Source: an optimization exercise on an open RTL-to-GDS flow (aim: small area, a short achievable clock period and few clock cycles per item). Production flows keep margins and buffers that such runs may drop.
At most, simulation tests tie the RTL to the original design; equivalence was not proved.
No functional check of the RTL was part of runs 1 and 2.

==> design.v <==
module MCycle
#(
    parameter WIDTH = 32
)
(
    input CLK,
    input RESET,
    input Start,
    input [1:0] MCycleOp,
    input [WIDTH-1:0] Operand1,
    input [WIDTH-1:0] Operand2,
    output [WIDTH-1:0] Result,
    output Busy
);
    reg        busy;
    reg [1:0]  op;
    reg [1:0]  stg;
    reg [4:0]  cnt;
    reg        one_q, two_q, neg_q, cin_q;    
    reg        one1_q, two1_q, neg1_q;        
    reg [31:0] R, X, Y;
    reg [8:0]  E;
    reg [7:0]  E2;    
    reg [4:0]  F;     
    reg        A3;    
    assign Result = R;
    assign Busy = busy;
    function [32:0] padd;
        input [31:0] a, b;
        input cin;
        reg [32:0] g, p, G, P;
        integer l, i, j;
        begin
            g = {a & b, cin};
            p = {a ^ b, 1'b0};
            G = g; P = p;
            for (l = 0; l < 6; l = l + 1)
                for (i = 0; i < 33; i = i + 1)
                    if ((i >> l) & 1) begin
                        j = ((i >> l) << l) - 1;
                        G[i] = G[i] | (P[i] & G[j]);
                        P[i] = P[i] & P[j];
                    end
            padd = {G[32], p[32:1] ^ G[31:0]};
        end
    endfunction
    function [5:0] lzc32;
        input [31:0] v;
        reg [31:0] z1; reg [15:0] z2; reg [7:0] z3; reg [3:0] z4; reg [1:0] z5;
        reg [15:0] c2; reg [15:0] c3; reg [11:0] c4; reg [7:0] c5;
        integer k;
        begin
            z1 = ~v;
            for (k = 0; k < 16; k = k + 1) begin
                z2[k] = z1[2*k+1] & z1[2*k];
                c2[k] = z1[2*k+1];
            end
            for (k = 0; k < 8; k = k + 1) begin
                z3[k] = z2[2*k+1] & z2[2*k];
                c3[2*k+1 -: 2] = z2[2*k+1] ? {1'b1, c2[2*k]} : {1'b0, c2[2*k+1]};
            end
            for (k = 0; k < 4; k = k + 1) begin
                z4[k] = z3[2*k+1] & z3[2*k];
                c4[3*k+2 -: 3] = z3[2*k+1] ? {1'b1, c3[4*k+1 -: 2]} : {1'b0, c3[4*k+3 -: 2]};
            end
            for (k = 0; k < 2; k = k + 1) begin
                z5[k] = z4[2*k+1] & z4[2*k];
                c5[4*k+3 -: 4] = z4[2*k+1] ? {1'b1, c4[6*k+2 -: 3]} : {1'b0, c4[6*k+5 -: 3]};
            end
            lzc32 = (z5[1] & z5[0]) ? 6'd32 : z5[1] ? {2'b01, c5[3:0]} : {2'b00, c5[7:4]};
        end
    endfunction
    function [23:0] rev24;
        input [23:0] v;
        integer k;
        begin
            for (k = 0; k < 24; k = k + 1) rev24[k] = v[23-k];
        end
    endfunction
    wire [7:0]  ie1 = Operand1[30:23], ie2 = Operand2[30:23];
    wire        iz1 = (ie1 == 8'd0), iz2 = (ie2 == 8'd0);
    wire        inan1 = (ie1 == 8'hff) && (Operand1[22:0] != 23'd0);
    wire        inan2 = (ie2 == 8'hff) && (Operand2[22:0] != 23'd0);
    wire        iinf1 = (ie1 == 8'hff) && (Operand1[22:0] == 23'd0);
    wire        iinf2 = (ie2 == 8'hff) && (Operand2[22:0] == 23'd0);
    wire [32:0] iagb_s = padd({1'b0, Operand1[30:0]}, ~{1'b0, Operand2[30:0]}, 1'b1);
    wire        iagb  = iagb_s[32];
    wire [32:0] id12_s = padd({24'd0, ie1}, ~{24'd0, ie2}, 1'b1);
    wire [32:0] id21_s = padd({24'd0, ie2}, ~{24'd0, ie1}, 1'b1);
    wire [3:0]  im = (MCycleOp != 2'd3) ? Operand2[3:0] : iz2 ? 4'b0000 : Operand2[4:1];
    wire        ifm0 = (MCycleOp == 2'd3) && !iz1 && !iz2 && Operand2[0];
    wire        s1 = X[31], s2 = Y[31];
    wire [7:0]  e1 = X[30:23], e2 = Y[30:23];
    wire [22:0] f1 = X[22:0], f2 = Y[22:0];
    wire        fa_align = (op == 2'd2) && (stg == 2'd0);
    wire        agb   = A3;
    wire [7:0]  dexp  = E[8] ? E2 : E[7:0];              
    wire        zs    = agb ? (e2 == 8'd0) : (e1 == 8'd0);
    wire        ss    = agb ? s2 : s1;
    wire        kill  = zs | (dexp[7:5] != 3'd0);
    wire        quirk = ~zs & ss & (dexp >= 8'd24);     
    wire [23:0] mb  = agb ? {1'b1, f1} : {1'b1, f2};
    wire [23:0] ms  = agb ? {1'b1, f2} : {1'b1, f1};
    wire [7:0]  eb  = agb ? e1 : e2;
    wire        sb  = agb ? s1 : s2;
    wire        zb  = (eb == 8'd0);
    wire [32:0] ebp1 = padd({24'd0, eb}, 32'd1, 1'b0);
    wire        inf1 = (e1 == 8'hff) && (f1 == 23'd0);
    wire        inf2 = (e2 == 8'hff) && (f2 == 23'd0);
    wire        nan1 = (e1 == 8'hff) && (f1 != 23'd0);
    wire        nan2 = (e2 == 8'hff) && (f2 != 23'd0);
    wire        fa_nan  = nan1 | nan2 | (inf1 & inf2 & (s1 != s2));
    wire        fa_pinf = (inf1 & ~s1) | (inf2 & ~s2);
    wire        fa_ninf = (inf1 & s1) | (inf2 & s2);
    wire        fa_sub  = s1 ^ s2;
    wire        fa_sgn  = fa_pinf ? 1'b0 : fa_ninf ? 1'b1 : (quirk ? ~sb : sb);
    wire [31:0] shin = (op == 2'd1) ? Y :
                       fa_align ? {8'b0, rev24(ms)} :
                       {R[24:0] ^ {25{F[3]}}, 7'b0};
    wire [4:0]  shamt = fa_align ? (kill ? 5'd31 : dexp[4:0]) :
                        (op == 2'd3) ? {4'b0, ~R[24]} : (op == 2'd1) ? i0[4:0] : cnt;
    wire [31:0] shout = shin << shamt;
    wire [5:0]  lz_in = lzc32(shin);
    wire [5:0]  lz_x  = lzc32(X);
    wire [32:0] i0_s  = padd({27'd0, cnt}, ~{26'd0, E[5:0]}, 1'b1);
    wire [5:0]  i0    = i0_s[5:0];
    wire [31:0] xs1   = X | {1'b0, X[31:1]};
    wire [31:0] xs2   = xs1 | {2'b0, xs1[31:2]};
    wire [31:0] xs4   = xs2 | {4'b0, xs2[31:4]};
    wire [31:0] xs8   = xs4 | {8'b0, xs4[31:8]};
    wire [31:0] xsm   = xs8 | {16'b0, xs8[31:16]};    
    wire        div_b0 = (Y == 32'd0);
    wire        dquit = div_b0 | ((Y & ~xsm) != 32'd0);    
    wire [32:0] S;
    mc_adder u_add (.a(R), .x(X), .one(one_q), .two(two_q), .neg(neg_q), .cin(cin_q),
                    .one1(one1_q), .two1(two1_q), .neg1(neg1_q), .s(S));
    wire        cout = S[32];
    function [2:0] benc;    
        input b2, b1, b0;
        benc = {b1 ^ b0, (b2 & ~b1 & ~b0) | (~b2 & b1 & b0), b2};
    endfunction
    wire [2:0]  nd0 = benc(Y[5], Y[4], Y[3]);
    wire [2:0]  nd1 = benc(Y[7], Y[6], Y[5]);
    wire [2:0]  id0 = benc(im[1], im[0], 1'b0);
    wire [2:0]  id1 = benc(im[3], im[2], im[1]);
    wire [32:0] esum_s  = padd({23'd0, E}, {24'd0, E2}, 1'b0);
    wire [32:0] esum2_s = padd(esum_s[31:0], 32'd386, 1'b0);
    wire [32:0] fexp_s = padd({23'd0, E}, ~{27'd0, cnt}, 1'b1);
    wire [8:0]  em1  = E - 9'd1;
    wire [8:0]  fexp = op[0] ? (R[24] ? E : em1) : fexp_s[8:0];
    wire        finf = F[1] | (op[0] & fexp[8]);
    wire [31:0] fres = F[2] ? 32'h7FC0_0000 :
                       finf ? {F[0], 8'hff, 23'd0} :
                       (F[4] & ~op[0]) ? 32'd0 : {F[0], fexp[7:0], shout[30:8]};
    wire div_step = (op == 2'd1) && (stg == 2'd2);
    reg done;
    always @(*) begin
        case (op)
            2'd0: done = (Y[31:3] == 29'd0);
            2'd1: done = (stg == 2'd0) ? dquit : div_step && (cnt == 5'd0);
            2'd2: done = (stg == 2'd3);
            default: done = (stg == 2'd1);
        endcase
    end
    always @(posedge CLK or posedge RESET) begin
        if (RESET)
            busy <= 1'b0;
        else if (!busy)
            busy <= Start;
        else if (done)
            busy <= 1'b0;
    end
    wire r_add   = busy && ((op == 2'd0) || (div_step && cnt != 5'd0) ||
                            (op == 2'd2 && stg == 2'd1) || 1'b0);
    wire r_addsh = busy && (op == 2'd3) && (stg == 2'd0);
    wire r_quot  = busy && div_step && (cnt == 5'd0);
    wire r_oth   = ~(r_add | r_addsh | r_quot);
    reg [31:0] r_other;
    always @(*) begin
        r_other = fres;
        if (!busy)
            r_other = {7'd0, ifm0, Operand1[22:0] & {23{ifm0}}, 1'b0};    
        else if (op == 2'd1)
            r_other = (stg == 2'd0) ? {32{div_b0}} : X;
        else if (fa_align)
            r_other = {6'd0, quirk, 1'b0, rev24(shout[23:0])};
        else if (op == 2'd2 && stg == 2'd2)
            r_other = R;
    end
    always @(posedge CLK)
        R <= ({32{r_add}} & S[31:0]) | ({32{r_addsh}} & {{4{S[31]}}, S[31:4]}) |
             ({32{r_quot}} & {Y[30:0], cout}) | ({32{r_oth}} & r_other);
    reg [31:0] y_other;
    reg        neg_other, cin_other;
    always @(*) begin
        y_other = Y;
        neg_other = nd0[0];
        cin_other = nd0[0];
        if (!busy) begin
            y_other = (MCycleOp == 2'd3) ? (iz2 ? 32'd0 : {9'd0, 1'b1, Operand2[22:1]}) : Operand2;
            neg_other = id0[0];
            cin_other = id0[0];
        end else if (op == 2'd0 || op == 2'd3) begin
            y_other = {4'b0, Y[31:4]};
        end else if (op == 2'd1 && stg == 2'd1) begin
            y_other = 32'd0;
            neg_other = 1'b1;
            cin_other = 1'b1;
        end else if (fa_align) begin
            neg_other = fa_sub | quirk;
            cin_other = quirk;
        end
    end
    always @(posedge CLK) begin
        Y     <= (busy && div_step) ? {Y[30:0], cout} : y_other;
        neg_q <= (busy && div_step) ? cout : neg_other;
        cin_q <= (busy && div_step) ? cout : cin_other;
    end
    always @(posedge CLK) begin
        if (!busy) begin
            {one_q, two_q} <= id0[2:1];
            {one1_q, two1_q, neg1_q} <= id1;
        end else if ((op == 2'd1) || fa_align) begin
            one_q <= 1'b1;
            two_q <= 1'b0;
            {one1_q, two1_q, neg1_q} <= 3'b000;
        end else begin
            {one_q, two_q} <= nd0[2:1];
            {one1_q, two1_q, neg1_q} <= nd1;
        end
    end
    always @(posedge CLK) begin
        A3 <= iagb;
        E2 <= (MCycleOp == 2'd3) ? ie2 : id21_s[7:0];
    end
    always @(posedge CLK) begin
        if (!busy) begin
            op   <= MCycleOp;
            stg  <= 2'd0;
            cnt  <= 5'd5;
            if (MCycleOp == 2'd3) begin
                X <= iz1 ? 32'd0 : {6'd0, 1'b1, Operand1[22:0], 2'b0};
                E <= {1'b0, ie1};
            end else begin
                X <= Operand1;
                E <= id12_s[8:0];
            end
            F <= {1'b0, 1'b0, inan1 | inan2, iinf1 | iinf2, Operand1[31] ^ Operand2[31]};
        end else begin
            case (op)
                2'd0: begin
                    X <= {X[27:0], 4'b0};
                end
                2'd1: begin
                    if (stg == 2'd0) begin
                        cnt    <= lz_in[4:0];
                        E[5:0] <= lz_x;
                        stg    <= 2'd1;
                    end else if (stg == 2'd1) begin
                        X   <= shout;
                        cnt <= i0[4:0];
                        stg <= 2'd2;
                    end else begin
                        X   <= {1'b0, X[31:1]};
                        cnt <= cnt - 5'd1;
                    end
                end
                2'd2: begin
                    stg <= stg + 2'd1;
                    if (stg == 2'd0) begin
                        X <= {8'd0, zb ? 24'd0 : mb};
                        E <= ebp1[8:0];
                        F <= {1'b0, fa_sub & ~quirk, fa_nan, fa_pinf | fa_ninf, fa_sgn};
                    end else if (stg == 2'd2) begin
                        cnt  <= lz_in[4:0];
                        F[4] <= lz_in[5];
                    end
                end
                default: begin
                    if (stg == 2'd0) begin
                        cnt <= cnt - 5'd1;
                        if (cnt == 5'd5) E <= esum2_s[8:0];
                        if (cnt == 5'd0) stg <= 2'd1;
                    end
                end
            endcase
        end
    end
endmodule
module mc_adder (
    input  [31:0] a,
    input  [31:0] x,
    input         one, two, neg, cin,
    input         one1, two1, neg1,
    output [32:0] s
);
    function [32:0] padd;
        input [31:0] a, b;
        input cin;
        reg [32:0] g, p, G, P;
        integer l, i, j;
        begin
            g = {a & b, cin};
            p = {a ^ b, 1'b0};
            G = g; P = p;
            for (l = 0; l < 6; l = l + 1)
                for (i = 0; i < 33; i = i + 1)
                    if ((i >> l) & 1) begin
                        j = ((i >> l) << l) - 1;
                        G[i] = G[i] | (P[i] & G[j]);
                        P[i] = P[i] & P[j];
                    end
            padd = {G[32], p[32:1] ^ G[31:0]};
        end
    endfunction
    wire [31:0] p0 = (({32{one}} & x) | ({32{two}} & {x[30:0], 1'b0})) ^ {32{neg}};
    wire [31:0] p1 = (({32{one1}} & {x[29:0], 2'b0}) | ({32{two1}} & {x[28:0], 3'b0})) ^ {32{neg1}};
    wire [31:0] t1 = a ^ p1;
    wire [31:0] cs = t1 ^ p0;
    wire [31:0] cc = (a & p1) | (t1 & p0);
    wire [32:0] t  = padd(cs, {cc[30:0], neg1}, cin);
    assign s = {t[32] ^ cc[31], t[31:0]};
endmodule
==> run.sh <==
#!/bin/bash
# synth_recipe.tcl (not shown) runs the flow's synth.tcl, then flattens the netlist and writes it again
# the make line also repeats each setting of config.mk as NAME=value (left out here)
make -C /OpenROAD-flow-scripts/flow DESIGN_CONFIG=/design/flow/config.mk WORK_HOME=/design/flow/orfs CLKGATE_MAP_FILE= SYNTH_SCRIPT=/design/flow/synth_recipe.tcl finish
==> config.mk <==
export PLATFORM = sky130hd
export DESIGN_NAME = MCycle
export DESIGN_NICKNAME = MCycle
export VERILOG_FILES = /design/flow/design.v
export SDC_FILE = /design/flow/constraint.sdc
export NUM_CORES = 4
export LEC_CHECK = 0
export ABC_AREA = 1
export CAP_MARGIN = 20
export CORE_MARGIN = 2
export CORE_UTILIZATION = 30
export GPL_ROUTABILITY_DRIVEN = 1
export SETUP_SLACK_MARGIN = 2.6
export SLEW_MARGIN = 20
export SYNTH_HIERARCHICAL = 1
export TNS_END_PERCENT = 10
==> constraint.sdc <==
create_clock -name core_clock -period 6.5 [get_ports {CLK}]
set_input_delay 1.3000 -clock core_clock [delete_from_list [all_inputs] [get_ports {CLK}]]
set_output_delay 1.3000 -clock core_clock [all_outputs]
set_load 0.01 [all_outputs]
==> results of run 1 <==
[path summary, 6_finish.rpt]
path | from | end | slack, ns | cells after the start
hold / removal | cnt[4] | cnt[4] | 0.52 | 2
max in group asynchronous | RESET | busy | 5.46 | 2
setup / recovery | MCycleOp[0] | one1_q | 2.52 | 8
min in group asynchronous | RESET | busy | 0.95 | 2
setup reg to reg | op[1] | R[16] | 2.56 | 18
hold reg to reg | cnt[4] | cnt[4] | 0.52 | 2
[per-layer routing]
layer	global-route usage, %	vias to the layer above	share of wire, %
met1	41.18	11340	40
met4	13.46	12	4.9
met2	44.05	1764	40
met5	0	-	0.072
li1	-	10600	-
met3	11.01	323	14
[layout make-up]
cell class,count,area [um^2]
diodes,5,12.51
clock buffers,19,442.9
clock inverters,13,133.9
fillers,7077,41230
inverters,390,1506
multi-input cells,2362,14150
flip-flops and latches,136,3530
well taps,855,1070
repair buffers,223,2096
repair inverters,8,60.06
[per-module statistics from Yosys, one instance, submodules excluded]
module,cell area [um^2],copies in the design,flops+latches,cells
mc_adder,3616,1,0,538
MCycle,15800,1,136,2509
[synthesized netlist by cell type, drive strengths merged (6+ instances only)]
cell type | instances | area share, %
o21ai | 252 | 6.6
dfxtp | 57 | 5.9
edfxtp | 78 | 12
a21oi | 213 | 5.6
nand3b | 9 | 0.35
xnor2 | 17 | 0.77
clkbuf | 88 | 1.7
a22oi | 35 | 1.4
nor2 | 187 | 3.8
nand4 | 39 | 1.3
o21bai | 7 | 0.27
buf | 73 | 2.3
fa | 50 | 5.2
a31oi | 11 | 0.43
xor2 | 94 | 4.2
inv | 385 | 7.5
nor4 | 20 | 0.64
a32oi | 28 | 1.3
o221ai | 25 | 1.1
o2111ai | 10 | 0.45
ha | 105 | 6.8
or2 | 6 | 0.19
nor3 | 27 | 0.81
nand3 | 286 | 7.4
o22ai | 92 | 3.0
a221oi | 10 | 0.45
nand2 | 756 | 15
o211ai | 35 | 1.4
a211oi | 7 | 0.27
[flip-flops by register name, indices dropped and copies added (netlist names), 2 cells and up]
signal and flops:
cnt 5, X 32, op 2, R 32
F 5, E2 8, E 9, Y 32
stg 2
[worst min-delay path: stages, from the launching register on]
cell and delay [ns]:
dfxtp_1 0.35, nand2_1 0.08, a21oi_1 0.06
[what timing repair did]
item                       4_1_cts  5_1_grt
pin swaps                        4       31
resized for setup               52      103
setup buffers                   36       41
hold buffers                     0        0
setup endpoints to repair       96       92
gates cloned                     8        2
[kinds of logic (layout without fill, tap and decap cells)]
logic type                 count (synthesis)  count (layout)  synth area share [%]
xor gates and xnor gates                 111             111                 5.007
DFF                                      136             136                 18.07
AOI/OAI and AO/OA                        761             762                 23.80
adders and majority gates                155             155                 11.92
other                                      0               5                     0
buffers and inverters                    551             653                 11.62
and+or+nand+nor                         1333            1334                 29.58
[placed cells by master (no fill, tap or decap), types with 13 or more instances in the layout]
| cell type | n |
|---|---|
| nand4_1 | 38 |
| o22ai_1 | 81 |
| nor2_2 | 13 |
| ha_4 | 18 |
| xnor2_1 | 17 |
| xor2_1 | 92 |
| a22oi_1 | 30 |
| a21oi_1 | 207 |
| buf_4 | 105 |
| ha_1 | 86 |
| dfxtp_1 | 50 |
| inv_1 | 343 |
| o21ai_0 | 209 |
| o211ai_1 | 32 |
| nand2_2 | 20 |
| nand2_1 | 727 |
| o221ai_1 | 25 |
| nand3_1 | 280 |
| clkbuf_16 | 17 |
| fa_1 | 48 |
| inv_2 | 30 |
| a32oi_1 | 27 |
| nor3_1 | 23 |
| nor4_1 | 19 |
| edfxtp_1 | 78 |
| clkinvlp_4 | 17 |
| nor2_1 | 172 |
| clkdlybuf4s50_1 | 97 |
| o21ai_1 | 39 |
[through the flow]
step                cell area [um^2]  std cells
global placement               21060       3887
finish                         23000       4011
CTS                            22150       3963
global route                   22990       4006
detailed placement             21060       3887
floorplan                      19420       3047
==> metrics.csv, run 1 <==
metric,value,unit
fraction of layout cells with a size suffix above 1,10.44,%
WP data required,6.79,ns
setup ws final,2.523,ns
worst hold slack,0.5250,ns
H-tree levels,4,
Buf/Inv on CP,3,
"Seq/Total Area, Yosys",18.07,%
CP Cell Sequence,clkdlybuf4s50_1 -> nand2_1 -> buf_4 -> nor2_1 -> clkinv_1 -> o22ai_1 -> xnor2_1 -> o21ai_0,
setup slack at placement,1.501,ns
GPL Wtd Cong,1.030,
average cell area after synthesis,6.372,um^2
Worst path slowest cell,o21ai_0,
cts bufs inserted,17,
max frequency,0.2515,GHz
clock latency at the later pin of the worst-skew pair,0.49,ns
Tcrit/Tclk final,61.18,%
area grow syn2layout,18.48,%
initial antenna violation count,9,
clk root buf,clkbuf_16,
setup TNS,0,ns
Clock Skew,0.02874,ns
synth unique cells,72,
drt pass-1 iters,7,
routed len/inst,26.60,um
status,"complete, no violations",
CP max FO,47,
Worst Tran Pin Value,1.076,ns
chip height,258.4,um
Nets,3362,
DP Wirelength,79960,um
Initial Utilization,30.23,%
DRT iter0 DRCs,3671,
Final Setup Violations,0,
largest net degree at the start of global routing,63,
DR DRC count,0,
core area,64230,um^2
Worst-path clk slew,0.08,ns
RSZ-0062 raised after global routing,yes,
"Data arrival, critical path",4.27,ns
CTS tree,built,
syn_nets,3271,
Vias/cell,5.993,
Hold Path Class,register to register,
Fin. Hold Viols,0,
Max-slew headroom,28.18,%
Gate Count Post-Synth,3047,
total wire length,106700,um
"slowest stage delay, CP",0.69,ns
Rows,93,
total clock sinks,136,
kind of critical path,input port to register,
fin. max-slew vios,0,
width of the die,258.4,um
final core utilization,35.81,%
via count,24040,
"EDFF count, synth",78,
maxcap violations,0,
Ports,102,
fin crit period,3.977,ns
Die ar.,66770,um^2
GRT Util Overall,30.72,%
Bufs on Longest Clock Path,2,
Post-DRT Antenna Nets,0,
grt ovf,0,
async set or reset register ratio after synthesis,0.7353,%
vias in the first global route,21760,
Ys Warns,8,
post-synthesis register bit count,136,
global-route wire length before repair,150700,um
# port buffers,101,
Top delay family on crit path,compound AO/OA/AOI/OAI gates,
"Cell Area, Synth",19420,um^2
Critical Path Sink Type,register,
CP Launch Type,input port,
main flop type after synthesis,edfxtp_1,
==> inputs of run 2 (changes only) <==
--- a/config.mk
+++ b/config.mk
@@ -11,5 +11,5 @@
 export CORE_UTILIZATION = 30
 export GPL_ROUTABILITY_DRIVEN = 1
-export SETUP_SLACK_MARGIN = 2.6
+export SETUP_SLACK_MARGIN = 2.9
 export SLEW_MARGIN = 20
 export SYNTH_HIERARCHICAL = 1
==> run 2 against run 1 <==
Net effect:
- flip-flop and latch count is the same
- synthesized area is the same
- cell area grew 2.0%
- critical path type is now register to register
- synthesized cell count is the same
- clock skew shrank 0.016 ns
- cell count shrank 0.37%
- via count shrank 0.20%
- core utilization grew 0.72 points
==> metrics.csv, run 2 <==
metric,value,unit
status,"complete, no violations",
cts bufs inserted,17,
Final Non-Filler Cells,3996,
main flop type after synthesis,edfxtp_1,
via count,23990,
CP Launch Type,register,
Vias/cell,6.003,
area grow syn2layout,20.85,%
Placed Instances,3884,
core area,64230,um^2
Gate Count Post-Synth,3047,
# port buffers,101,
"Data arrival, critical path",4.24,ns
worst hold slack,0.5279,ns
vias in the first global route,22020,
Ys Warns,8,
H-tree levels,4,
RSZ-0062 raised after global routing,yes,
CP max FO,27,
largest net degree at the start of global routing,64,
DP Wirelength,76900,um
Fin. Hold Viols,0,
grt ovf,0,
synth cell count leaders,"nand2_1, inv_1, nand3_1, o21ai_0, a21oi_1",
CP endpoint,R[24],
r2r endpoint,R[24],
most frequent cell after synthesis,nand2_1,
register-to-register setup slack,2.64,ns
Yosys top cell by area,nand2_1,
initial antenna violation count,4,
Initial Utilization,30.23,%
"Cell Area, Synth",19420,um^2
Rows,93,
Buf/Inv on CP,1,
Hold Path Class,register to register,
Synth area leaders,"nand2_1, edfxtp_1, nand3_1",
Worst path slowest cell,edfxtp_1,
post-synthesis register bit count,136,
width of the die,258.4,um
setup ws final,2.644,ns
"Design Area, Final",23460,um^2
global-route wire length before repair,151000,um
Final Setup Violations,0,
total wire length,104900,um
max frequency,0.2593,GHz
final core utilization,36.53,%
"slowest stage delay, CP",0.61,ns
average cell area after synthesis,6.372,um^2
DRT iter0 DRCs,3718,
launching point of the worst reg2reg path,Y[7],
CP Cell Sequence,inv_1 -> nand2_1 -> nor3_1 -> nand4_1 -> nor3_2 -> nand3_1 -> nand2_4 -> nand2_1 -> o221ai_1 -> nand2_1 -> o2111ai_1,
GPL Wtd Cong,1.099,
Post-DRT Antenna Nets,0,
clock latency at the later pin of the worst-skew pair,0.47,ns
GRT Util Overall,30.45,%
Die ar.,66770,um^2
"most common cell after layout, fill and taps aside",nand2_1,
maxcap violations,0,
Ports,102,
Area after DPL,21060,um^2
synth unique cells,72,
most frequent cells in the layout,"nand2_1, inv_1, nand3_1",
post-synth top area share,14.23,%
Worst-path clk slew,0.08,ns
chip height,258.4,um
CP dominant cell by count,nand2_1,
syn_nets,3271,
DR DRC count,0,
setup TNS,0,ns
Max-slew headroom,28.09,%
top flop regs,"R x32, X x32, Y x32",
Nets,3350,
"EDFF count, synth",78,
total clock sinks,136,
routed len/inst,26.24,um
fin crit period,3.856,ns
async set or reset register ratio after synthesis,0.7353,%
Clock Skew,0.01324,ns
kind of critical path,register to register,
fraction of layout cells with a size suffix above 1,12.20,%
Worst Setup SP,Y[7],
WP data required,6.88,ns
Bufs on Longest Clock Path,2,
drt pass-1 iters,8,
Tcrit/Tclk final,59.33,%
CTS tree,built,
WP depth,11,
Top delay family on crit path,simple AND/OR/NAND/NOR gates,
fillers,6957,
setup slack at placement,1.756,ns
Worst Tran Pin Value,1.077,ns
Critical Path Sink Type,register,
fin. max-slew vios,0,
FF-to-FF path depth,11,
"Seq/Total Area, Yosys",18.07,%
clk root buf,clkbuf_16,
==> run 2: cell counts after synthesis <==
Identical to the previous run, type by type.
==> run 2: worst min path at each step <==
stage            from     end  slack, ns  cells after the start
2_1_floorplan  cnt[4]  cnt[4]       0.48                      2
3_3_place_gp   cnt[4]  cnt[4]       0.50                      2
3_5_place_dp   cnt[4]  cnt[4]       0.50                      2
4_1_cts        cnt[4]  cnt[4]       0.52                      2
5_1_grt        cnt[4]  cnt[4]       0.57                      2
6_report       cnt[4]  cnt[4]       0.53                      2
==> run 2: worst register-to-register path: stages (launching register included) <==
cell	delay, ns
edfxtp_1	0.61
inv_1	0.40
nand2_1	0.13
nor3_1	0.43
nand4_1	0.21
nor3_2	0.33
nand3_1	0.20
nand2_4	0.33
nand2_1	0.29
o221ai_1	0.53
nand2_1	0.19
o2111ai_1	0.11
==> run 2: repair_timing <==
action	in CTS	in global routing
hold buffers	0	0
gates cloned	8	1
resized for setup	140	106
pin swaps	40	55
setup endpoints to repair	99	75
buffers inserted	59	10
==> run 2: layout make-up <==
type / count / area [um^2] / share of cell area, %
Tap cell: 855 / 1070 / 4.559
Multi-Input combinational cell: 2362 / 14710 / 62.71
Timing Repair inverter: 5 / 36.28 / 0.1546
Antenna cell: 2 / 5.005 / 0.02133
Timing Repair Buffer: 214 / 2019 / 8.607
Clock inverter: 15 / 156.4 / 0.6666
Clock buffer: 17 / 425.4 / 1.813
Inverter: 390 / 1506 / 6.420
Sequential cell: 136 / 3531 / 15.05
==> run 2: cell families (layout without fill, tap and decap cells) <==
logic type | Yosys count | in the layout | synth area share [%]
buffers and inverters | 551 | 641 | 11.62
AND/OR/NAND/NOR | 1333 | 1335 | 29.58
XOR/XNOR | 111 | 111 | 5.007
other | 0 | 2 | 0
adder cells (fa/ha/maj) | 155 | 155 | 11.92
AO/OA/AOI/OAI | 761 | 761 | 23.80
flip-flops | 136 | 136 | 18.07
==> run 2: per-module statistics from Yosys, one instance, submodules excluded <==
module / area (um^2) / flip-flops and latches / times used
mc_adder: 3616 / 0 / 1
MCycle: 15800 / 136 / 1
==> run 2: layer usage <==
| metal | vias to the layer above | global-route usage (%) | routed length [um] |
|---|---|---|---|
| met3 | 414 | 9.233 | 13690 |
| li1 | 10580 | - | - |
| met5 | - | 0 | 13 |
| met4 | 2 | 19.11 | 7948 |
| met1 | 11170 | 39.01 | 39990 |
| met2 | 1822 | 44.49 | 43230 |
==> inputs of run 3 (changes only) <==
--- a/design.v
+++ b/design.v
@@ -115,5 +115,5 @@
     wire        fa_sub  = s1 ^ s2;
     wire        fa_sgn  = fa_pinf ? 1'b0 : fa_ninf ? 1'b1 : (quirk ? ~sb : sb);
-    wire [31:0] shin = (op == 2'd1) ? Y :
+    wire [31:0] shin = !busy ? Operand2 : (op == 2'd1) ? Y :
                        fa_align ? {8'b0, rev24(ms)} :
                        {R[24:0] ^ {25{F[3]}}, 7'b0};
@@ -122,14 +122,14 @@
     wire [31:0] shout = shin << shamt;
     wire [5:0]  lz_in = lzc32(shin);
-    wire [5:0]  lz_x  = lzc32(X);
+    wire [5:0]  ilz1  = lzc32(Operand1);
     wire [32:0] i0_s  = padd({27'd0, cnt}, ~{26'd0, E[5:0]}, 1'b1);
     wire [5:0]  i0    = i0_s[5:0];
-    wire [31:0] xs1   = X | {1'b0, X[31:1]};
+    wire [31:0] xs1   = Operand1 | {1'b0, Operand1[31:1]};
     wire [31:0] xs2   = xs1 | {2'b0, xs1[31:2]};
     wire [31:0] xs4   = xs2 | {4'b0, xs2[31:4]};
     wire [31:0] xs8   = xs4 | {8'b0, xs4[31:8]};
     wire [31:0] xsm   = xs8 | {16'b0, xs8[31:16]};    
-    wire        div_b0 = (Y == 32'd0);
-    wire        dquit = div_b0 | ((Y & ~xsm) != 32'd0);    
+    wire        div_b0 = (Operand2 == 32'd0);
+    wire        dquit = (MCycleOp == 2'd1) && (div_b0 || ((Operand2 & ~xsm) != 32'd0));
     wire [32:0] S;
     mc_adder u_add (.a(R), .x(X), .one(one_q), .two(two_q), .neg(neg_q), .cin(cin_q),
@@ -153,10 +153,10 @@
                        finf ? {F[0], 8'hff, 23'd0} :
                        (F[4] & ~op[0]) ? 32'd0 : {F[0], fexp[7:0], shout[30:8]};
-    wire div_step = (op == 2'd1) && (stg == 2'd2);
+    wire div_step = (op == 2'd1) && (stg == 2'd1);
     reg done;
     always @(*) begin
         case (op)
-            2'd0: done = (Y[31:3] == 29'd0);
-            2'd1: done = (stg == 2'd0) ? dquit : div_step && (cnt == 5'd0);
+            2'd0: done = (Y[31:3] == 29'd0) || (X[27:0] == 28'd0);    
+            2'd1: done = div_step && (cnt == 5'd0);
             2'd2: done = (stg == 2'd3);
             default: done = (stg == 2'd1);
@@ -167,5 +167,5 @@
             busy <= 1'b0;
         else if (!busy)
-            busy <= Start;
+            busy <= Start && !dquit;
         else if (done)
             busy <= 1'b0;
@@ -180,7 +180,8 @@
         r_other = fres;
         if (!busy)
-            r_other = {7'd0, ifm0, Operand1[22:0] & {23{ifm0}}, 1'b0};    
+            r_other = dquit ? {32{div_b0}} :
+                      {7'd0, ifm0, Operand1[22:0] & {23{ifm0}}, 1'b0};    
         else if (op == 2'd1)
-            r_other = (stg == 2'd0) ? {32{div_b0}} : X;
+            r_other = X;
         else if (fa_align)
             r_other = {6'd0, quirk, 1'b0, rev24(shout[23:0])};
@@ -203,5 +204,5 @@
         end else if (op == 2'd0 || op == 2'd3) begin
             y_other = {4'b0, Y[31:4]};
-        end else if (op == 2'd1 && stg == 2'd1) begin
+        end else if (op == 2'd1 && stg == 2'd0) begin
             y_other = 32'd0;
             neg_other = 1'b1;
@@ -238,5 +239,5 @@
             op   <= MCycleOp;
             stg  <= 2'd0;
-            cnt  <= 5'd5;
+            cnt  <= (MCycleOp == 2'd1) ? lz_in[4:0] : 5'd5;
             if (MCycleOp == 2'd3) begin
                 X <= iz1 ? 32'd0 : {6'd0, 1'b1, Operand1[22:0], 2'b0};
@@ -244,5 +245,5 @@
             end else begin
                 X <= Operand1;
-                E <= id12_s[8:0];
+                E <= (MCycleOp == 2'd1) ? {3'd0, ilz1} : id12_s[8:0];
             end
             F <= {1'b0, 1'b0, inan1 | inan2, iinf1 | iinf2, Operand1[31] ^ Operand2[31]};
@@ -254,11 +255,7 @@
                 2'd1: begin
                     if (stg == 2'd0) begin
-                        cnt    <= lz_in[4:0];
-                        E[5:0] <= lz_x;
-                        stg    <= 2'd1;
-                    end else if (stg == 2'd1) begin
                         X   <= shout;
                         cnt <= i0[4:0];
-                        stg <= 2'd2;
+                        stg <= 2'd1;
                     end else begin
                         X   <= {1'b0, X[31:1]};
==> run 3 against run 2 <==
Net effect:
- cell area is 1.6% higher
- non-clock buffer count is 12 higher
- core utilization is 0.46 points higher
- synthesized cell count is 1.3% higher
- via count hardly changed
- flip-flop and latch count stayed put
- largest cell class unchanged
- worst setup slack worse by 0.087 ns
- worst hold slack better by 0.0020 ns
- register-to-register slack worse by 0.09 ns
==> metrics.csv, run 3 <==
metric,value,unit
Placed Instances,3935,
"Seq/Total Area, Yosys",18.21,%
CTS tree,built,
H-tree levels,4,
global-route wire length before repair,152100,um
fillers,6992,
drt pass-1 iters,7,
routed len/inst,26.39,um
DP Wirelength,81250,um
"Design Area, Final",23850,um^2
n_diodes,0,
maxcap violations,0,
Post-DRT Antenna Nets,0,
Hold Path Class,register to register,
Max-slew headroom,21.25,%
routing usage on met3,10.02,%
Final Setup Violations,0,
hold path depth,1,
vias in the first global route,22010,
# port buffers,101,
post-synth top area share,14.83,%
Worst-path clk slew,0.07,ns
syn_nets,3311,
chip height,259.3,um
post-synthesis register bit count,136,
RSZ-0062 raised after global routing,yes,
Area after DPL,21330,um^2
fin crit period,3.943,ns
GRT Util Overall,30.76,%
Hold Path Origin,stg[0],
worst hold slack,0.5298,ns
Rows,93,
launching point of the worst reg2reg path,two1_q,
Synth area leaders,"nand2_1, edfxtp_1, nand3_1",
fin. max-slew vios,0,
Hold Path Sink,stg[0],
average cell area after synthesis,6.334,um^2
Ys Warns,8,
most frequent cells in the layout,"nand2_1, nand3_1, inv_1",
Ports,102,
most frequent cell after synthesis,nand2_1,
GPL Wtd Cong,1.020,
cts bufs inserted,17,
final core utilization,36.99,%
status,"complete, no violations",
total clock sinks,136,
async set or reset register ratio after synthesis,0.7353,%
core area,64460,um^2
top flop regs,"R x32, X x32, Y x32",
grt ovf,0,
register-to-register setup slack,2.56,ns
via count,23990,
fraction of layout cells with a size suffix above 1,13.57,%
"most common cell after layout, fill and taps aside",nand2_1,
Final Non-Filler Cells,4054,
initial antenna violation count,3,
"Data arrival, critical path",4.36,ns
synth cell count leaders,"nand2_1, inv_1, nand3_1, a21oi_1, nor2_1",
largest net degree at the start of global routing,62,
Fin. Hold Viols,0,
area grow syn2layout,22.01,%
Die ar.,67210,um^2
kind of critical path,register to register,
CP Cell Sequence,clkinvlp_4 -> buf_4 -> buf_12 -> o22ai_1 -> xor2_1 -> fa_1 -> ha_4 -> a21oi_2 -> nand2_4 -> a21oi_4 -> nand2_8 -> nand3_4 -> nand3_4 -> fa_2 -> xor2_1 -> inv_1 -> nor2_4 -> clkinv_4 -> nor2_4 -> a221oi_2 -> nand2_1,
CP max FO,7,
width of the die,259.3,um
Vias/cell,5.918,
Worst Tran Pin Value,1.151,ns
Yosys top cell by area,nand2_1,
Most Crowded Layer GR,met2,
setup TNS,0,ns
Initial Utilization,30.32,%
WP data required,6.92,ns
r2r endpoint,R[0],
synth unique cells,65,
max frequency,0.2536,GHz
CP Launch Type,register,
Nets,3411,
Tcrit/Tclk final,60.66,%
clock latency at the later pin of the worst-skew pair,0.49,ns
"slowest stage delay, CP",0.51,ns
M1 GR Usage,42.09,%
Worst path slowest cell,fa_1,
FF-to-FF path depth,21,
Critical Path Sink Type,register,
DRT iter0 DRCs,3497,
"Cell Area, Synth",19550,um^2
clk root buf,clkbuf_16,
Gate Count Post-Synth,3086,
"EDFF count, synth",83,
met2 Usage GRT,44.54,%
Bufs on Longest Clock Path,2,
Clock Skew,0.01741,ns
main flop type after synthesis,edfxtp_1,
DR DRC count,0,
total wire length,107000,um
[run 3: changes by cell type in the layout (fill, tap and decap cells not counted), sizes merged, moves of 7 or more]
cell and change:
a21oi -10, a221oi +23, a22oi -16, a32oi -25
buf +15, inv +21, nand2 +37, nand3 +86
nand4 -13, nor2 +18, o211ai +9, o21ai -78
o221ai +10, o22ai +7
[run 3: per-stage QoR]
step / setup WS [ns]
6_report: 2.557
4_1_cts: 2.683
5_1_grt: 2.403
3_5_place_dp: 1.475
2_1_floorplan: 2.901
3_3_place_gp: 1.426
[run 3: logic make-up after synthesis]
logic type / synth area share, %
adders and majority gates: 11.91
xor gates and xnor gates: 4.481
buffers and inverters: 11.89
and+or+nand+nor: 32.67
AOI/OAI and AO/OA: 20.84
DFF: 18.21
[run 3: modules after synthesis (local to each module, per instance)]
module    flops+latches  cells inside  times used
MCycle              136          2548           1
mc_adder              0           538           1
[run 3: metal layers]
metal	vias up	routed length, um
met2	1717	43470
li1	10680	-
met5	-	45
met3	281	14650
met1	11310	43790
met4	6	5027
[run 3: timing repair]
item,in CTS,in global routing
buffers inserted,49,31
pin swaps,47,56
setup endpoints to repair,107,87
hold buffers,0,0
cloned,7,0
hold endpoints to repair,0,0
gates resized for setup,136,150
[run 3: worst max-delay path by stage]
| stage | depth (start not counted) | end | slack (ns) | from |
|---|---|---|---|---|
| floorplan | 22 | R[0] | 2.90 | one_q |
| global placement | 16 | X[12] | 1.43 | op[0] |
| detailed placement | 18 | X[26] | 1.47 | op[0] |
| CTS | 22 | neg_q | 2.68 | one1_q |
| global route | 21 | R[0] | 2.40 | two1_q |
| finish | 21 | R[0] | 2.56 | two1_q |
[run 3: worst max-delay path, delay by kind of cell, from the launching register on]
kind / cells / cell delay (ns)
adders and majority gates: 3 / 1.10
xor gates and xnor gates: 2 / 0.42
and+or+nand+nor: 7 / 0.78
AOI/OAI and AO/OA: 4 / 0.62
DFF: 1 / 0.34
buffers and inverters: 5 / 0.60
[run 3: layout make-up]
type | instances | area, um^2 | area share (%)
Multi-Input combinational cell | 2386 | 14790 | 62.00
Clock buffer | 20 | 489.2 | 2.051
Timing Repair inverter | 2 | 15.01 | 0.06296
Sequential cell | 136 | 3573 | 14.98
Tap cell | 855 | 1070 | 4.486
Inverter | 417 | 1627 | 6.821
Timing Repair Buffer | 226 | 2188 | 9.176
Clock inverter | 12 | 98.84 | 0.4145
Testbench counts of run 3, summed over its fixed seeds: cycles 15,195, items 1,920.
==> inputs of run 4 (changes only) <==
--- a/design.v
+++ b/design.v
@@ -118,6 +118,12 @@
                        fa_align ? {8'b0, rev24(ms)} :
                        {R[24:0] ^ {25{F[3]}}, 7'b0};
+    wire [24:0] fmag  = R[24:0] ^ {25{F[3]}};
+    wire        fzero = (fmag == 25'd0);
+    wire        fast2 = F[2] | F[1] | fzero | (fmag[24:22] != 3'd0);
+    wire [1:0]  fsm   = fmag[24] ? 2'd0 : fmag[23] ? 2'd1 : 2'd2;
+    wire        fa_st2 = (op == 2'd2) && (stg == 2'd2);
     wire [4:0]  shamt = fa_align ? (kill ? 5'd31 : dexp[4:0]) :
-                        (op == 2'd3) ? {4'b0, ~R[24]} : (op == 2'd1) ? i0[4:0] : cnt;
+                        (op == 2'd3) ? {4'b0, ~R[24]} : (op == 2'd1) ? i0[4:0] :
+                        fa_st2 ? {3'b0, fsm} : cnt;
     wire [31:0] shout = shin << shamt;
     wire [5:0]  lz_in = lzc32(shin);
@@ -146,5 +152,5 @@
     wire [32:0] esum_s  = padd({23'd0, E}, {24'd0, E2}, 1'b0);
     wire [32:0] esum2_s = padd(esum_s[31:0], 32'd386, 1'b0);
-    wire [32:0] fexp_s = padd({23'd0, E}, ~{27'd0, cnt}, 1'b1);
+    wire [32:0] fexp_s = padd({23'd0, E}, ~{27'd0, shamt}, 1'b1);
     wire [8:0]  em1  = E - 9'd1;
     wire [8:0]  fexp = op[0] ? (R[24] ? E : em1) : fexp_s[8:0];
@@ -152,5 +158,5 @@
     wire [31:0] fres = F[2] ? 32'h7FC0_0000 :
                        finf ? {F[0], 8'hff, 23'd0} :
-                       (F[4] & ~op[0]) ? 32'd0 : {F[0], fexp[7:0], shout[30:8]};
+                       (fzero & ~op[0]) ? 32'd0 : {F[0], fexp[7:0], shout[30:8]};
     wire div_step = (op == 2'd1) && (stg == 2'd1);
     reg done;
@@ -159,5 +165,5 @@
             2'd0: done = (Y[31:3] == 29'd0) || (X[27:0] == 28'd0);    
             2'd1: done = div_step && (cnt == 5'd0);
-            2'd2: done = (stg == 2'd3);
+            2'd2: done = (stg == 2'd3) || (fa_st2 && fast2);
             default: done = (stg == 2'd1);
         endcase
@@ -186,5 +192,5 @@
         else if (fa_align)
             r_other = {6'd0, quirk, 1'b0, rev24(shout[23:0])};
-        else if (op == 2'd2 && stg == 2'd2)
+        else if (fa_st2 && !fast2)
             r_other = R;
     end
@@ -271,5 +277,4 @@
                     end else if (stg == 2'd2) begin
                         cnt  <= lz_in[4:0];
-                        F[4] <= lz_in[5];
                     end
                 end
==> run 4 against run 3 <==
Net effect:
- synthesized cell count shrank 1.4%
- core utilization shrank 0.33 points
- global-route usage grew 0.19 points
- largest cell class unchanged
- routed wire length grew 0.39%
- first-iteration DRC count shrank 14%
- sequential share of layout area grew 0.11 points
- worst hold slack lost 0.019 ns
- flip-flop and latch count shrank 1
- clock skew is essentially flat
- register-to-register slack is essentially flat
- cell area shrank 1.3%
- still clean on timing, DRC and antenna
- highest routed layer unchanged
==> metrics.csv, run 4 <==
metric,value,unit
fin. max-slew vios,0,
"Seq/Total Area, Yosys",18.25,%
most frequent cell after synthesis,nand2_1,
area grow syn2layout,21.46,%
Worst Tran Pin Value,1.027,ns
DR DRC count,0,
WP depth,14,
highest metal used,met5,
synth unique cells,72,
Hold Path Class,register to register,
Clock Skew,0.01771,ns
Critical Path Sink Type,register,
total clock sinks,135,
GRT Util Overall,30.95,%
max frequency,0.2537,GHz
via count,23980,
Final Setup Violations,0,
CTS tree,built,
Ports,102,
fraction of layout cells with a size suffix above 1,12.59,%
"slowest stage delay, CP",0.57,ns
WP data required,6.87,ns
hold path depth,1,
GPL Wtd Cong,1.021,
fin crit period,3.942,ns
met2 WL post-DR,45450,um
Die ar.,66680,um^2
Max-slew headroom,31.43,%
Hold Path Sink,stg[0],
Met1 Wirelength,43480,um
Worst-path clk slew,0.07,ns
Yosys top cell by area,nand2_1,
core area,64230,um^2
main flop type after synthesis,edfxtp_1,
register-to-register setup slack,2.56,ns
"Cell Area, Synth",19390,um^2
# port buffers,101,
DRT iter0 DRCs,2990,
status,"complete, no violations",
Buf/Inv on CP,2,
Worst path slowest cell,nor4_1,
total wire length,107400,um
initial antenna violation count,2,
Vias/cell,5.971,
DP Wirelength,82910,um
CP dominant cell by count,nand2_1,
CP Launch Type,register,
Hold Path Origin,stg[0],
synth cell count leaders,"nand2_1, inv_1, nor2_1, nand3_1, a21oi_1",
r2r endpoint,R[8],
DR WL met3,12790,um
maxcap violations,0,
Ys Warns,8,
RSZ-0062 raised after global routing,yes,
syn_nets,3265,
"EDFF count, synth",83,
Bufs on Longest Clock Path,2,
clk root buf,clkbuf_16,
Tcrit/Tclk final,60.65,%
n_diodes,0,
post-synthesis register bit count,135,
Post-DRT Antenna Nets,0,
"most common cell after layout, fill and taps aside",nand2_1,
kind of critical path,register to register,
Synth area leaders,"nand2_1, edfxtp_1, inv_1",
drt pass-1 iters,8,
Initial Utilization,30.19,%
routed len/inst,26.75,um
CP Cell Sequence,inv_4 -> nand2_1 -> nand2_1 -> nand3_1 -> nor4_1 -> nand3_2 -> nor2_1 -> nor2_1 -> nand2_2 -> clkinvlp_4 -> nand3_1 -> nand2_1 -> nand3_1 -> nand2_1,
width of the die,258.2,um
setup TNS,0,ns
grt ovf,0,
Nets,3370,
FF-to-FF path depth,14,
async set or reset register ratio after synthesis,0.7407,%
fillers,7021,
chip height,258.2,um
final core utilization,36.66,%
Rows,93,
average cell area after synthesis,6.374,um^2
cts bufs inserted,17,
Gate Count Post-Synth,3042,
most frequent cells in the layout,"nand2_1, inv_1, nor2_1",
clock latency at the later pin of the worst-skew pair,0.48,ns
global-route wire length before repair,151900,um
vias in the first global route,21980,
Top delay family on crit path,simple AND/OR/NAND/NOR gates,
"Data arrival, critical path",4.31,ns
post-synth top area share,14.66,%
H-tree levels,4,
Fin. Hold Viols,0,
launching point of the worst reg2reg path,F[3],
CP max FO,12,
largest net degree at the start of global routing,49,
top flop regs,"R x32, X x32, Y x32",
run 4: cell types whose count changed in the layout (fill, tap and decap cells not counted), sizes merged, moves of 9 or more:
cell,change
o21ai,+79
nand2,-12
a31oi,+9
nor2,+40
inv,-9
xnor2,+18
a32oi,+15
nand3,-164
a22oi,-9
run 4: layout make-up:
cell class | instances | area (um^2) | share of cell area (%)
Timing Repair inverter | 1 | 7.507 | 0.03188
Sequential cell | 135 | 3553 | 15.09
Multi-Input combinational cell | 2355 | 14430 | 61.28
Tap cell | 855 | 1070 | 4.543
Clock inverter | 14 | 197.7 | 0.8395
Inverter | 412 | 1658 | 7.040
Clock buffer | 18 | 429.2 | 1.822
Timing Repair Buffer | 225 | 2203 | 9.357
run 4: kinds of logic after synthesis:
group | synth area share, %
simple gates | 29.18
compound gates | 23.71
buf+inv | 11.88
fa+ha+maj | 11.87
flops | 18.25
xor+xnor | 5.053
mux | 0.05163
run 4: metal layers:
| layer | global-route usage [%] | up-vias |
|---|---|---|
| met4 | 13.89 | 4 |
| li1 | - | 10530 |
| met3 | 7.326 | 318 |
| met5 | 0 | - |
| met1 | 42.04 | 11410 |
| met2 | 46.44 | 1711 |
run 4: how the worst max path moves through the flow:
stage	startpoint	to	slack, ns
finish	F[3]	R[8]	2.56
global route	X[27]	R[30]	2.57
CTS	one_q	R[0]	2.73
detailed placement	op[0]	R[30]	1.26
global placement	op[0]	R[30]	1.20
floorplan	one1_q	R[0]	2.85
run 4: what timing repair did:
action                                  in CTS  in global routing
gates cloned                                 3                  3
pin swaps                                   32                 26
endpoints found under the setup margin      97                 82
resized for setup                          180                 78
buffers inserted                            59                 23
hold buffers                                 0                  0
run 4: modules after synthesis (local to each module, per instance):
module | cells | times used
MCycle | 2504 | 1
mc_adder | 538 | 1
run 4: stage by stage:
step	area (um^2)	cells	worst slack, ns	hold slack (ns)
global placement	21040	3895	1.199	0.4883
CTS	22940	3989	2.727	0.5107
global route	23550	4015	2.572	0.5480
finish	23550	4015	2.558	0.5105
detailed placement	21040	3895	1.258	0.4961
floorplan	19410	3042	2.852	0.4684
Testbench counts of run 4, summed over its fixed seeds: cycles 14,740, items 1,920.
==> inputs of run 5 (changes only) <==
--- a/config.mk
+++ b/config.mk
@@ -11,5 +11,5 @@
 export CORE_UTILIZATION = 30
 export GPL_ROUTABILITY_DRIVEN = 1
-export SETUP_SLACK_MARGIN = 2.9
+export SETUP_SLACK_MARGIN = 3.2
 export SLEW_MARGIN = 20
 export SYNTH_HIERARCHICAL = 1
==> run 5 against run 4 <==
Net effect:
- synthesized cell count unchanged
- maximum frequency increased by 3.2%
- cell area increased by 4.0%
- first-iteration DRC count increased by 28%
- worst setup slack improved by 0.12 ns
- synthesized area unchanged
- sequential share of layout area decreased by 0.54 points
- die area unchanged
- global-route usage decreased by 1.2 points
- non-clock buffer count increased by 54
- core utilization increased by 1.5 points
- critical path type unchanged
==> metrics.csv, run 5 <==
metric,value,unit
Max-slew headroom,37.09,%
Post-DRT Antenna Nets,0,
Gate Count Post-Synth,3042,
Ys Warns,8,
setup TNS,0,ns
GPL Wtd Cong,1.100,
total clock sinks,135,
RSZ-0062 raised after global routing,yes,
Die ar.,66680,um^2
FF-to-FF path depth,16,
hold path depth,1,
fin. max-slew vios,0,
"most common cell after layout, fill and taps aside",nand2_1,
most frequent cells in the layout,"nand2_1, inv_1, nor2_1",
initial antenna violation count,4,
top flop regs,"R x32, X x32, Y x32",
post-synth top area share,14.66,%
worst hold slack,0.5238,ns
via count,24310,
cts bufs inserted,17,
Ports,102,
Placed Instances,3891,
Clock Skew,0.01394,ns
Worst-path clk slew,0.06,ns
fin crit period,3.822,ns
GRT Util Overall,29.79,%
core area,64230,um^2
"EDFF count, synth",83,
Fin. Hold Viols,0,
CTS tree,built,
drt pass-1 iters,7,
area grow syn2layout,26.26,%
average cell area after synthesis,6.374,um^2
"Cell Area, Synth",19390,um^2
"Seq/Total Area, Yosys",18.25,%
Vias/cell,5.966,
Tcrit/Tclk final,58.79,%
clock latency at the later pin of the worst-skew pair,0.48,ns
most frequent cell after synthesis,nand2_1,
chip height,258.2,um
Yosys top cell by area,nand2_1,
Critical Path Sink Type,register,
synth unique cells,72,
async set or reset register ratio after synthesis,0.7407,%
# port buffers,101,
Final Non-Filler Cells,4075,
"Hold-fix buffers, CTS",0,
total wire length,104300,um
DR DRC count,0,
Rows,93,
Initial Utilization,30.19,%
kind of critical path,register to register,
Hold Path Class,register to register,
max frequency,0.2617,GHz
WP data required,6.86,ns
grt ovf,0,
routed len/inst,25.60,um
Worst Tran Pin Value,0.9437,ns
post-synthesis register bit count,135,
global-route wire length before repair,147800,um
H-tree levels,4,
"Data arrival, critical path",4.18,ns
fillers,6946,
CP max FO,7,
Final Setup Violations,0,
width of the die,258.2,um
syn_nets,3265,
CP Launch Type,register,
maxcap violations,0,
status,"complete, no violations",
main flop type after synthesis,edfxtp_1,
Bufs on Longest Clock Path,2,
fraction of layout cells with a size suffix above 1,17.35,%
clk root buf,clkbuf_16,
final core utilization,38.11,%
DRT iter0 DRCs,3826,
Synth area leaders,"nand2_1, edfxtp_1, inv_1",
DP Wirelength,77900,um
Nets,3427,
vias in the first global route,22400,
largest net degree at the start of global routing,65,
synth cell count leaders,"nand2_1, inv_1, nor2_1, nand3_1, a21oi_1",
run 5: final timing paths:
path,from,slack (ns),endpoint
max,two1_q,2.68,R[12]
min,stg[0],0.52,stg[0]
max reg2reg,two1_q,2.68,R[12]
min reg2reg,stg[0],0.52,stg[0]
max in group asynchronous,RESET,5.44,busy
min in group asynchronous,RESET,0.96,busy
run 5: cell type report:
class / count / area [um^2] / area share [%]
Antenna cell: 3 / 7.507 / 0.03067
Clock buffer: 21 / 450.4 / 1.840
Clock inverter: 11 / 98.84 / 0.4038
Inverter: 412 / 1683 / 6.874
Multi-Input combinational cell: 2356 / 14910 / 60.92
Sequential cell: 135 / 3562 / 14.55
Tap cell: 855 / 1070 / 4.370
Timing Repair Buffer: 279 / 2673 / 10.92
Timing Repair inverter: 3 / 22.52 / 0.09200
run 5: cells by family after synthesis:
logic type	count (synthesis)	share of synthesized area, %
AO/OA/AOI/OAI	758	23.71
XOR/XNOR	111	5.053
adder cells (fa/ha/maj)	154	11.87
buffers and inverters	555	11.88
flip-flops	135	18.25
multiplexers	1	0.05163
AND/OR/NAND/NOR	1328	29.18
run 5: routing by layer:
layer	GRT usage, %	share of wire, %	vias to the layer above
met5	0	0.014	-
met4	15.43	6.4	2
met3	12.12	15	440
met2	43.31	41	1846
met1	37.69	38	11370
li1	-	-	10660
run 5: per-module statistics from Yosys, one instance, submodules excluded:
module | copies in the design | area (um^2)
mc_adder | 1 | 3616
MCycle | 1 | 15770
run 5: worst max-delay path, cell delays in order, from the launching register on:
cell        delay [ns]
dfxtp_4           0.36
clkinvlp_4        0.16
buf_12            0.19
o22ai_2           0.15
xor2_2            0.23
fa_1              0.50
inv_2             0.09
ha_4              0.21
a21oi_1           0.17
nand2_2           0.09
a21oi_4           0.18
nand2_8           0.09
buf_4             0.14
fa_1              0.36
xor2_1            0.22
a221oi_1          0.44
nand2_1           0.09
run 5: through the flow:
step                      instance area, um^2  setup WS (ns)
after floorplan                         19780          3.060
after global placement                  21330          1.718
after detailed placement                21330          1.700
after CTS                               23370          2.768
after global routing                    24470          2.576
final                                   24480          2.678
run 5: what timing repair did:
action                     4_1_cts  5_1_grt
gates cloned                    10        2
pin swaps                       35       75
setup buffers                   83       54
resized for setup              179      205
setup endpoints to repair      135       92
==> inputs of run 6 (changes only) <==
--- a/config.mk
+++ b/config.mk
@@ -9,7 +9,7 @@
 export CAP_MARGIN = 20
 export CORE_MARGIN = 2
-export CORE_UTILIZATION = 30
+export CORE_UTILIZATION = 40
 export GPL_ROUTABILITY_DRIVEN = 1
-export SETUP_SLACK_MARGIN = 3.2
+export SETUP_SLACK_MARGIN = 2.9
 export SLEW_MARGIN = 20
 export SYNTH_HIERARCHICAL = 1
==> run 6 against run 5 <==
Net effect:
- via count rose by 3.2%
- clock-buffer cell count is 2 lower
- largest cell class unchanged
- non-clock buffer count increased by 41
- clock skew increased by 0.0020 ns
- cell count fell by 4.9%
- sequential share of layout area fell by 0.32 points
- cell area up 2.4%
- die area down 25%
- global-route usage is 14 points higher
- routed wire length rose by 11%
==> metrics.csv, run 6 <==
metric,value,unit
status,"complete, no violations",
Nets,3469,
top flop regs,"R x32, X x32, Y x32",
CP dominant cell by count,nand2_2,
Bufs on Longest Clock Path,2,
maxcap violations,0,
Worst-path clk slew,0.07,ns
Initial Utilization,40.61,%
Post-DRT Antenna Nets,0,
drt pass-1 iters,7,
"Data arrival, critical path",4.22,ns
"Hold-fix buffers, CTS",0,
register-to-register setup slack,2.64,ns
Vias/cell,6.472,
hold path depth,1,
total clock sinks,135,
Tcrit/Tclk final,59.39,%
global-route wire length before repair,159700,um
GPL Wtd Cong,1.072,
routed len/inst,29.96,um
r2r endpoint,neg_q,
fraction of layout cells with a size suffix above 1,19.58,%
Placed Instances,3655,
Final Setup Violations,0,
synth unique cells,72,
final core utilization,52.50,%
core area,47750,um^2
width of the die,224.2,um
average cell area after synthesis,6.374,um^2
max frequency,0.2591,GHz
vias in the first global route,22810,
CP max FO,5,
most frequent cell after synthesis,nand2_1,
Most Crowded Layer GR,met2,
RSZ-0062 raised after global routing,yes,
# port buffers,101,
Yosys top cell by area,nand2_1,
fillers,4783,
Max-slew headroom,25.58,%
main flop type after synthesis,edfxtp_1,
area grow syn2layout,29.28,%
GRT Util Overall,43.98,%
chip height,224.2,um
fin crit period,3.860,ns
CP Cell Sequence,clkinvlp_4 -> buf_12 -> o22ai_4 -> xor2_1 -> fa_1 -> ha_4 -> nand2_2 -> nand2_2 -> nand2_2 -> nand2_2 -> a21oi_4 -> nand2_8 -> nand3_2 -> nand3_2 -> fa_2 -> xor2_4 -> nand2_4 -> o21ai_1 -> a21o_1,
met2 Usage GRT,65.74,%
Clock Skew,0.01593,ns
via count,25090,
initial antenna violation count,11,
M1 GR Usage,57.24,%
Area after DPL,20760,um^2
total wire length,116100,um
Fin. Hold Viols,0,
most frequent cells in the layout,"nand2_1, inv_1, nor2_1",
syn_nets,3265,
DR DRC count,0,
setup ws final,2.640,ns
CP Launch Type,register,
post-synth top area share,14.66,%
kind of critical path,register to register,
post-synthesis register bit count,135,
"slowest stage delay, CP",0.52,ns
DRT iter0 DRCs,3625,
CTS tree,built,
routing usage on met3,14.48,%
H-tree levels,4,
grt ovf,0,
Die ar.,50250,um^2
"Design Area, Final",25070,um^2
"most common cell after layout, fill and taps aside",nand2_1,
WP data required,6.86,ns
setup TNS,0,ns
Hold Path Class,register to register,
Gate Count Post-Synth,3042,
Ys Warns,8,
launching point of the worst reg2reg path,one_q,
Rows,80,
async set or reset register ratio after synthesis,0.7407,%
cts bufs inserted,17,
FF-to-FF path depth,19,
Hold Path Sink,stg[0],
synth cell count leaders,"nand2_1, inv_1, nor2_1, nand3_1, a21oi_1",
"EDFF count, synth",83,
Critical Path Sink Type,register,
Synth area leaders,"nand2_1, edfxtp_1, inv_1",
fin. max-slew vios,0,
largest net degree at the start of global routing,65,
DP Wirelength,86020,um
clk root buf,clkbuf_16,
clock latency at the later pin of the worst-skew pair,0.48,ns
Ports,102,
Hold Path Origin,stg[0],
"Seq/Total Area, Yosys",18.25,%
setup slack at placement,1.243,ns
"Cell Area, Synth",19390,um^2
worst hold slack,0.5112,ns
Final Non-Filler Cells,3876,
Worst Tran Pin Value,1.115,ns
Worst path slowest cell,fa_1,
-- run 6: cell types whose count changed in the layout (fill, tap and decap cells not counted), sizes merged, moves of 2 or more --
cell / change
buf: +39
bufbuf: -2
bufinv: +2
clkbuf: -11
clkdlybuf4s15: +2
clkdlybuf4s50: +18
clkinvlp: +2
dlygate4sd2: +12
dlymetal6s2s: -19
-- run 6: worst max-delay path by stage --
stage | from | to | slack [ns]
6_report | one_q | neg_q | 2.64
5_1_grt | one_q | R[0] | 2.59
3_5_place_dp | Operand2[0] | R[3] | 1.24
4_1_cts | one_q | R[0] | 2.79
3_3_place_gp | Operand2[26] | R[9] | 1.04
2_1_floorplan | one1_q | R[0] | 2.85
-- run 6: modules after synthesis (local to each module, per instance) --
module,flops+latches,cell area [um^2]
MCycle,135,15770
mc_adder,0,3616
-- run 6: layer usage --
layer / share of wire (%) / wire, um
met4: 6.1 / 7082
met3: 14 / 15770
met2: 42 / 48630
met5: 0.12 / 139
met1: 38 / 44500
-- run 6: area by class of cell --
class | count | area (um^2) | share of cell area, %
multi-input combinational | 2355 | 15350 | 61.24
sequential | 135 | 3566 | 14.23
timing repair buffer | 320 | 3019 | 12.05
inverter | 412 | 1694 | 6.759
tap | 615 | 769.5 | 3.070
clock buffer | 19 | 452.9 | 1.807
clock inverter | 13 | 166.4 | 0.6639
timing repair inverter | 5 | 41.29 | 0.1647
antenna | 2 | 5.005 | 0.01997
-- run 6: critical path, delay by kind of cell, from the launching register on --
kind | cells | cell delay (ns)
AO/OA/AOI/OAI | 4 | 0.63
XOR/XNOR | 2 | 0.48
adder cells (fa/ha/maj) | 3 | 1.20
AND/OR/NAND/NOR | 8 | 0.68
flip-flops | 1 | 0.38
buffers and inverters | 2 | 0.37
-- run 6: cell families after synthesis --
| group | share of synthesized area [%] |
|---|---|
| DFF | 18.25 |
| adders and majority gates | 11.87 |
| xor gates and xnor gates | 5.053 |
| AOI/OAI and AO/OA | 23.71 |
| muxes | 0.05163 |
| buffers and inverters | 11.88 |
| and+or+nand+nor | 29.18 |
-- run 6: timing repair --
item | in CTS | in global routing
cloned | 7 | 5
setup buffers | 88 | 87
endpoints found under the setup margin | 89 | 81
endpoints found under the hold margin | 0 | 0
pin swaps | 59 | 118
gates resized for setup | 242 | 236

-- separate check: timing with driven ports --
Ports are ideal in the flow. The routed layouts listed here were re-timed in OpenROAD. Step 1, drivers: a clkbuf_16 drives CLK and a buf_2 each remaining input, both assumed. Step 2, shift: input delay + t, output delay - t, t = (earliest + latest rising clock arrival at the registers) / 2. This alone moves slack from input paths to output paths. Slacks: ideal / step 1 / step 2; pairs: ideal / step 1.
| run | shift t [ns] | setup WS [ns] | hold slack, ns | worst setup path after step 2 | slew at the worst register clock pin (ns) |
|---|---|---|---|---|---|
| run 1 | 0.533 | 2.523 / 2.558 / 2.025 | 0.525 / 0.525 / 0.525 | input to register | 0.08 / 0.08 |
| run 2 | 0.524 | 2.644 / 2.644 / 2.390 | 0.528 / 0.528 / 0.528 | input to register | 0.08 / 0.08 |
| run 3 | 0.534 | 2.557 / 2.557 / 2.121 | 0.530 / 0.530 / 0.530 | input to register | 0.08 / 0.08 |
| run 4 | 0.528 | 2.558 / 2.558 / 2.176 | 0.510 / 0.510 / 0.510 | input to register | 0.08 / 0.08 |
| run 5 | 0.535 | 2.678 / 2.678 / 2.216 | 0.524 / 0.524 / 0.524 | input to register | 0.07 / 0.07 |
| run 6 | 0.523 | 2.640 / 2.640 / 2.203 | 0.511 / 0.511 / 0.511 | input to register | 0.08 / 0.08 |
After both steps setup and hold are still met in every run listed. For run 1, which loses most, drivers alone change the setup slack by +0.035 ns; drivers and shift together by -0.498 ns.
